Context: an optimization exercise on an open-source flow, tuned for small area and a short achievable clock period. The choices shown serve that exercise and are no tape-out recipe. The RTL of this run was laid out without a check of its function. Power and IR drop assume default switching activity.

$ cat flow/design.v
module output_timing#(
  parameter HFP_WIDTH=8,
  parameter HSW_WIDTH=4,
  parameter HBP_WIDTH=8,
  parameter HACTIVE_WIDTH=16,
  parameter DATA_WIDTH=8,
  parameter VFP_WIDTH=8,
  parameter VSW_WIDTH=4,
  parameter VBP_WIDTH=8,
  parameter VACTIVE_WIDTH=16
)(
  input                       clk,
  input                       rst_n,
  input                       sync_en,
  input                       hpol_i,
  input [HFP_WIDTH-1:0]       hfp_i,
  input [HSW_WIDTH-1:0]       hsw_i,
  input [HBP_WIDTH-1:0]       hbp_i,
  input [HACTIVE_WIDTH-1:0]   hactive_i,
  input [VFP_WIDTH-1:0]       vfp_i,
  input [VSW_WIDTH-1:0]       vsw_i,
  input [VBP_WIDTH-1:0]       vbp_i,
  input [VACTIVE_WIDTH-1:0]   vactive_i,
  input [DATA_WIDTH-1:0]      datar_i,
  input [DATA_WIDTH-1:0]      datag_i,
  input [DATA_WIDTH-1:0]      datab_i,
  output [DATA_WIDTH-1:0]     datar_o,
  output [DATA_WIDTH-1:0]     datag_o,
  output [DATA_WIDTH-1:0]     datab_o,
  output                      hsync_o,
  output                      vsync_o,
  output                      de_o
);
localparam [1:0] FP = 2'd0, SW = 2'd1, BP = 2'd2, POST = 2'd3;
localparam [1:0] PRE = 2'd0, ACT = 2'd1, END = 2'd2, UNR = 2'd3;
wire [5:0] hlow = hfp_i[3:0] + hbp_i[3:0] + hsw_i;
wire [5:0] vlow = vfp_i[3:0] + vbp_i[3:0] + vsw_i;
reg       hw_r, vw_r;
reg [3:0] hcw_r, vcw_r;
always @(posedge clk) begin
  hw_r  <= (&hfp_i[7:4]) & (&hbp_i[7:4]) & hlow[5];
  hcw_r <= hlow[3:0];
  vw_r  <= (&vfp_i[7:4]) & (&vbp_i[7:4]) & vlow[5];
  vcw_r <= vlow[3:0];
end
wire hfp_z  = ~|hfp_i;
wire hsw_z  = ~|hsw_i;
wire hbp_z  = ~|hbp_i;
wire hact_z = ~|hactive_i;
wire hfp_1  = (hfp_i == 8'd1);
wire hsw_1  = (hsw_i == 4'd1);
wire hbp_1  = (hbp_i == 8'd1);
wire hact_1 = (hactive_i == 16'd1);
reg  [1:0]  hsp_r;    
reg  [7:0]  hsk_r;    
reg         hss_r;    
reg  [1:0]  hep_r;    
reg  [15:0] hke_r;    
reg         hes_r;    
wire [1:0] hp0   = !hfp_z ? FP : !hsw_z ? SW : !hbp_z ? BP : POST;
wire [1:0] hp0n  = (hp0 == FP) ? (!hsw_z ? SW : !hbp_z ? BP : POST)
                 : (hp0 == SW) ? (!hbp_z ? BP : POST) : POST;
wire       hl0_1 = (hp0 == FP) ? hfp_1 : (hp0 == SW) ? hsw_1 : hbp_1;
wire [1:0] hp1   = hl0_1 ? hp0n : hp0;
wire       hs1_s = !hl0_1;
wire       hs_last = hss_r ? (hsk_r == 8'd2) : (hsk_r == 8'd1);
wire [1:0] hsn     = (hsp_r == FP) ? (!hsw_z ? SW : !hbp_z ? BP : POST)
                   : (hsp_r == SW) ? (!hbp_z ? BP : POST) : POST;
wire       hsa_post = (hsp_r == POST) | (hs_last & (hsn == POST));
wire       hc0    = hw_r ? (hcw_r == 4'd0) : (hp0 == POST);
wire       hc1    = hw_r ? (hcw_r == 4'd1) : (!hc0 & (hp1 == POST));
wire [1:0] he0_p  = hc0 ? (hact_z ? END : ACT) : PRE;
wire [1:0] he1_p  = hc0 ? ((hact_z | hact_1) ? END : ACT)
                  : hc1 ? (hact_z ? END : ACT) : PRE;
wire       he1_s  = hc0 | !hc1;
wire        hunr   = (hep_r == UNR);
wire [1:0]  he_p   = hunr ? he1_p : hep_r;
wire        he_s   = hunr ? he1_s : hes_r;
wire [3:0]  he_klo = (hunr & (he1_p == PRE)) ? hcw_r : hke_r[3:0];
wire he_last_lo = (he_klo == {2'b00, he_s, !he_s});
wire he_last    = he_last_lo & ((he_p == PRE) | ~|hke_r[15:4]);
wire h_reach_c  = hw_r ? he_last : hsa_post;
wire h_at_end = (he_p == END);
wire h_end    = ((he_p == ACT) & he_last) | ((he_p == PRE) & h_reach_c & hact_z);
reg hsync_r, de_r;
wire       hs_ld  = !rst_n | h_at_end | !sync_en | hs_last;
wire [1:0] hs_t   = (!rst_n | h_at_end) ? hp1 : !sync_en ? hp0 : hsn;
wire [7:0] hs_len = (hs_t == FP) ? hfp_i : (hs_t == SW) ? {4'd0, hsw_i} : hbp_i;
always @(posedge clk) begin
  if (hs_ld) begin
    hsp_r <= hs_t;
    hsk_r <= hs_len;
    hss_r <= (!rst_n | h_at_end) & hs1_s;
  end else begin
    hsk_r <= hsk_r - 8'd1;
  end
end
wire       he_adv = ((he_p == PRE) & h_reach_c) | ((he_p == ACT) & he_last);
wire       he_ld  = !rst_n | h_at_end | !sync_en | he_adv;
wire [1:0] he_t   = !rst_n ? UNR : h_at_end ? he1_p : !sync_en ? he0_p
                  : ((he_p == ACT) | hact_z) ? END : ACT;
wire       he_ts  = h_at_end & he1_s;
always @(posedge clk) begin
  if (he_ld) begin
    hep_r <= he_t;
    hke_r <= (he_t == PRE) ? {12'd0, hcw_r} : hactive_i;
    hes_r <= he_ts;
  end else begin
    hep_r <= he_p;
    hke_r <= {hke_r[15:4], he_klo} - 16'd1;
    hes_r <= he_s;
  end
end
always @(posedge clk) begin
  hsync_r <= rst_n & sync_en & (hsp_r == SW);
  de_r    <= rst_n & sync_en & (he_p == ACT);
end
assign hsync_o = hsync_r;
assign de_o    = de_r;
wire vfp_z  = ~|vfp_i;
wire vsw_z  = ~|vsw_i;
wire vbp_z  = ~|vbp_i;
wire vact_z = ~|vactive_i;
reg  [1:0]  vsp_r;
reg  [7:0]  vsk_r;
reg  [1:0]  vep_r;    
reg  [15:0] vke_r;
wire [1:0] vp0 = !vfp_z ? FP : !vsw_z ? SW : !vbp_z ? BP : POST;
wire       vs_last = (vsk_r == 8'd1);
wire [1:0] vsn     = (vsp_r == FP) ? (!vsw_z ? SW : !vbp_z ? BP : POST)
                   : (vsp_r == SW) ? (!vbp_z ? BP : POST) : POST;
wire       vsa_post = (vsp_r == POST) | (vs_last & (vsn == POST));
wire       vc0   = vw_r ? (vcw_r == 4'd0) : (vp0 == POST);
wire [1:0] ve0_p = vc0 ? (vact_z ? END : ACT) : PRE;
wire        vunr   = (vep_r == UNR);
wire [1:0]  ve_p   = vunr ? ve0_p : vep_r;
wire [3:0]  ve_klo = (vunr & !vc0) ? vcw_r : vke_r[3:0];
wire ve_last_lo = (ve_klo == 4'd1);
wire ve_last    = ve_last_lo & ((ve_p == PRE) | ~|vke_r[15:4]);
wire v_reach_c  = vw_r ? ve_last : vsa_post;
wire v_last = (ve_p == END) | ((ve_p == ACT) & ve_last)
            | ((ve_p == PRE) & v_reach_c & vact_z);
reg vsync_r;
wire       vs_ld  = !rst_n | v_last | (h_end & vs_last);
wire [1:0] vs_t   = (!rst_n | v_last) ? vp0 : vsn;
wire [7:0] vs_len = (vs_t == FP) ? vfp_i : (vs_t == SW) ? {4'd0, vsw_i} : vbp_i;
always @(posedge clk) begin
  if (vs_ld) begin
    vsp_r <= vs_t;
    vsk_r <= vs_len;
  end else if (h_end) begin
    vsk_r <= vsk_r - 8'd1;
  end
end
wire       ve_ld = !rst_n | v_last | (h_end & (ve_p == PRE) & v_reach_c);
wire [1:0] ve_t  = !rst_n ? UNR : v_last ? ve0_p : ACT;
always @(posedge clk) begin
  if (ve_ld) begin
    vep_r <= ve_t;
    vke_r <= (ve_t == PRE) ? {12'd0, vcw_r} : vactive_i;
  end else if (h_end) begin
    vep_r <= ve_p;
    vke_r <= {vke_r[15:4], ve_klo} - 16'd1;
  end
end
always @(posedge clk) begin
  vsync_r <= rst_n & (vw_r ? (vsp_r != FP) : ((vsp_r == SW) | (ve_p == ACT)));
end
assign vsync_o = vsync_r;
reg [DATA_WIDTH-1:0] datar_r;
reg [DATA_WIDTH-1:0] datag_r;
reg [DATA_WIDTH-1:0] datab_r;
always @(posedge clk) begin
  if (!rst_n) begin
    datar_r <= {DATA_WIDTH{1'b0}};
    datag_r <= {DATA_WIDTH{1'b0}};
    datab_r <= {DATA_WIDTH{1'b0}};
  end else begin
    datar_r <= datar_i;
    datag_r <= datag_i;
    datab_r <= datab_i;
  end
end
assign datar_o = datar_r;
assign datag_o = datag_r;
assign datab_o = datab_r;
endmodule
$ cat flow/run.sh
#!/bin/bash
# synth_recipe.tcl (not shown) runs the flow's synth.tcl, then flattens the netlist and writes it again
# the make line also repeats each setting of config.mk as NAME=value (left out here)
make -C /OpenROAD-flow-scripts/flow DESIGN_CONFIG=/design/flow/config.mk WORK_HOME=/design/flow/orfs CLKGATE_MAP_FILE= SYNTH_SCRIPT=/design/flow/synth_recipe.tcl finish
$ cat flow/config.mk
export PLATFORM = sky130hd
export DESIGN_NAME = output_timing
export DESIGN_NICKNAME = output_timing
export VERILOG_FILES = /design/flow/design.v
export SDC_FILE = /design/flow/constraint.sdc
export NUM_CORES = 4
export LEC_CHECK = 0
export CAP_MARGIN = 20
export CORE_MARGIN = 2
export CORE_UTILIZATION = 40
export SETUP_SLACK_MARGIN = 5
export SLEW_MARGIN = 20
$ cat flow/constraint.sdc
create_clock -name core_clock -period 8.0 [get_ports {clk}]
set_input_delay 1.6000 -clock core_clock [delete_from_list [all_inputs] [get_ports {clk}]]
set_output_delay 1.6000 -clock core_clock [all_outputs]
set_load 0.01 [all_outputs]
==> impl_results.md <==
- Run status: timing/DRC/antenna clean
- First-pass GRT wire length: 28700 um
- Remaining antenna violation count after routing: 0
- Syn avg cell area: 9.31 um2
- Ranking of synthesized cells by area: dfxtp_1 (22%), edfxtp_1 (16%), mux2i_1 (5.1%)
- Io pins: 127
- Antenna Cells: 0
- Leakage Power: 3.70 nW
- RePlAce Congestion: 0.846
- Switching Power: 0.000504 W
- Mapped Cells: 636
- Core Area: 0.0145 mm2
- Hold WC Path Type: reg2reg
- Startpoint Class: primary input
- Reg clk slew, reported paths: 0.07 ns
- Drt wl/cell: 17.4 um
- Reg power frac: 41.0%
- Fin Clk Skew: 0.00685 ns
- EDFF count, synth: 31
- CP arrival: 4.80 ns
- Power per Cell Area: 166 mW/mm2
- Chip width: 126 um
- Fin util: 64.6%
- Avg Vias per Cell: 5.61
- Fmax: 216 MHz
- Yosys reg bits: 95
- Post-layout nets: 975
- H-tree levels: 3
- # Max-Cap Violations: 0
- Final hold viol count: 0
- Final HPWL DP: 12000 um
- Fin crit period: 4.62 ns
- 1st-pass router iterations: 5
- Slew HR: 44.5%
- Sink Count: 95
- Antenna violations before repair: 0
- CTS buffer count: 9
- CP Launch Point: vbp_i[2]
- Synthesized area: 0.00592 mm2
- Final Slew Violations: 0
- Synth top cells by count: dfxtp_1 (64), nand2_1 (62), nor2_1 (47)
- CP endpoint kind: register
- Period utilization: 57.8%
- Clock power frac: 27.3%
- Die area: 0.0158 mm2
- Starting DRT DRC Count: 358
- CP max FO: 4
- Row count: 44
- Worst setup path class: in2reg
- Pint: 0.00105 W
- Area share of the largest cell type after synthesis: 21.6%
- Ys flop type: dfxtp_1
- Worst VDD drop: 144 uV
- Dominant cell type by area after synthesis: dfxtp_1
- Post-synth ARST share: 0%
- Remaining Overflow, GRT: 0
- Most frequent cell after synthesis: dfxtp_1
- Gr usage total: 22.3%
- Synth cell types: 81
- I/O Buffers: 125
- Effective utilization at floorplan: 40.9%
- Sw Ratio: 32.5%
- Worst setup margin: 3.38 ns
- Die Height: 126 um
- Yosys warning count: 1
- Vias in the first global route: 5783
- Remaining DRCs: 0
- Register area share after synthesis: 37.4%
- Place WS: 1.84 ns
- Root Driver: clkbuf_16
- Share of layout cells above drive strength 1: 35.0%
- Critical R2R Launch: hke_r[6]
- Hold path startpoint: hes_r
- Max clock buf depth: 2
- DR vias: 5843
- Setup-failing EPs final: 0
- Clock Latency Late Sink: 0.35 ns
- Crit path required time: 8.18 ns
- Comb power frac: 31.7%
- Measured slew at the worst slew-check pin: 0.824 ns
- Syn nets: 758
- RSZ-0062 raised after global routing: yes
- P&R area growth vs syn: 58.1%
- Setup tns final: 0 ns
- Routed WL: 18100 um
- Largest net degree at the start of global routing: 37
- CTS tree: done
-- layer usage --
layer | vias up | global-route usage, % | share of wire [%]
met5 | - | 0 | 0
met4 | 0 | 6.54 | 2.4
met3 | 45 | 3.95 | 5.0
met2 | 209 | 38.9 | 50
met1 | 2822 | 28.2 | 42
li1 | 2767 | - | -
-- power by group through the flow --
stage | combinational, W | clock (W) | sequential (W)
2_1_floorplan | 0.000260 | 0 | 0.000627
3_3_place_gp | 0.000370 | 0 | 0.000640
3_5_place_dp | 0.000376 | 0 | 0.000642
4_1_cts | 0.000459 | 0.000432 | 0.000634
5_1_grt | 0.000533 | 0.000451 | 0.000646
6_report | 0.000492 | 0.000424 | 0.000636
-- state kept, by name, summed over array words and instances, names as in the netlist --
| signal | cells |
|---|---|
| vsync_r | 1 |
| hes_r | 1 |
| vw_r | 1 |
| hep_r | 2 |
| datab_r | 8 |
| de_r | 1 |
| vcw_r | 4 |
| hcw_r | 4 |
| hsk_r | 8 |
| hw_r | 1 |
| vke_r | 16 |
| hsync_r | 1 |
| vsp_r | 2 |
| datag_r | 8 |
| hke_r | 16 |
| datar_r | 8 |
| vep_r | 2 |
| vsk_r | 8 |
| hsp_r | 2 |
| hss_r | 1 |
-- repair_timing --
action / CTS / global route
hold buffers: 0 / 0
cloned: 3 / 1
pin swaps: 63 / 30
resized for setup: 270 / 59
setup buffers: 81 / 19
setup endpoints to repair: 97 / 93
-- worst paths after layout --
| check | endpoint | slack [ns] | depth (start not counted) |
|---|---|---|---|
| max | vsk_r[2] | 3.38 | 15 |
| min | hes_r | 0.48 | 2 |
| min reg2reg | hes_r | 0.48 | 2 |
| max reg2reg | vsk_r[1] | 4.51 | 10 |
-- metrics by stage --
stage / instances / cell area, um2 / total power, W / hold WS [ns]
2_1_floorplan: 636 / 6220 / 0.000887 / 0.428
3_3_place_gp: 922 / 7510 / 0.00101 / 0.440
3_5_place_dp: 922 / 7510 / 0.00102 / 0.457
4_1_cts: 1022 / 9000 / 0.00152 / 0.470
5_1_grt: 1042 / 9360 / 0.00163 / 0.515
6_report: 1042 / 9360 / 0.00155 / 0.475
-- worst max-delay path: stages --
cell and delay [ns]:
buf_8 0.10, or4_4 0.55, or2_4 0.28, o31ai_4 0.28, mux2i_2 0.29, inv_2 0.09, ha_4 0.18, nand3_2 0.06
a21oi_2 0.04, a221oi_2 0.34, nand2_2 0.16, buf_6 0.16, a21oi_4 0.15, and2b_2 0.28, a221oi_2 0.25
-- final cells by class --
type	instances	area, um2
Inverter	32	129
Fill cell	1140	5120
Multi-Input combinational cell	484	4190
Clock buffer	9	225
Clock inverter	7	61.3
Timing Repair Buffer	231	2310
Sequential cell	95	2210
Tap cell	184	230
-- cell families after synthesis --
kind of cell | synth area share (%)
xor+xnor | 5.92
mux | 6.47
buf+inv | 4.38
compound gates | 16.5
simple gates | 23.3
fa+ha+maj | 6.09
flops | 37.4
-- placed cells by master, fill, tap and decap left out, drive strengths merged, types with 10 or more instances in the layout --
cell type	n
a21oi	21
and2	29
buf	130
clkbuf	11
clkdlybuf4s15	14
clkdlybuf4s50	70
dfxtp	64
dlygate4sd2	15
edfxtp	31
fa	10
ha	12
inv	35
mux2i	30
nand2	64
nand3	16
nor2	48
nor3	25
nor4	25
o21ai	34
or4	11
xnor2	27
xor2	13

what the ideal ports hide:
How much do the figures lean on ideal ports? The routed layout below was timed once more, with nothing changed but the port constraints.
Step 1 (the two cells are an assumption about what drives the block):
set clk [get_ports {clk}]
set_driving_cell -lib_cell sky130_fd_sc_hd__clkbuf_16 $clk
set_driving_cell -lib_cell sky130_fd_sc_hd__buf_2 [delete_from_list [all_inputs] $clk]
Step 2 moves the port delays by t, midway between the first and last clock arrival at a register: inputs arrive t later, outputs are due t later. That takes back most of the time a late clock gives input paths.
Three values: ideal ports, drivers, drivers and shift; two values: the first two.
shift t [ns]: 0.386
setup WS [ns]: 3.378 / 3.375 / 2.989
worst hold slack (ns): 0.475 / 0.475 / 0.475
After both steps setup and hold are still met in this run. The setup slack of this run moves by -0.003 ns with the drivers and by -0.389 ns with both steps.
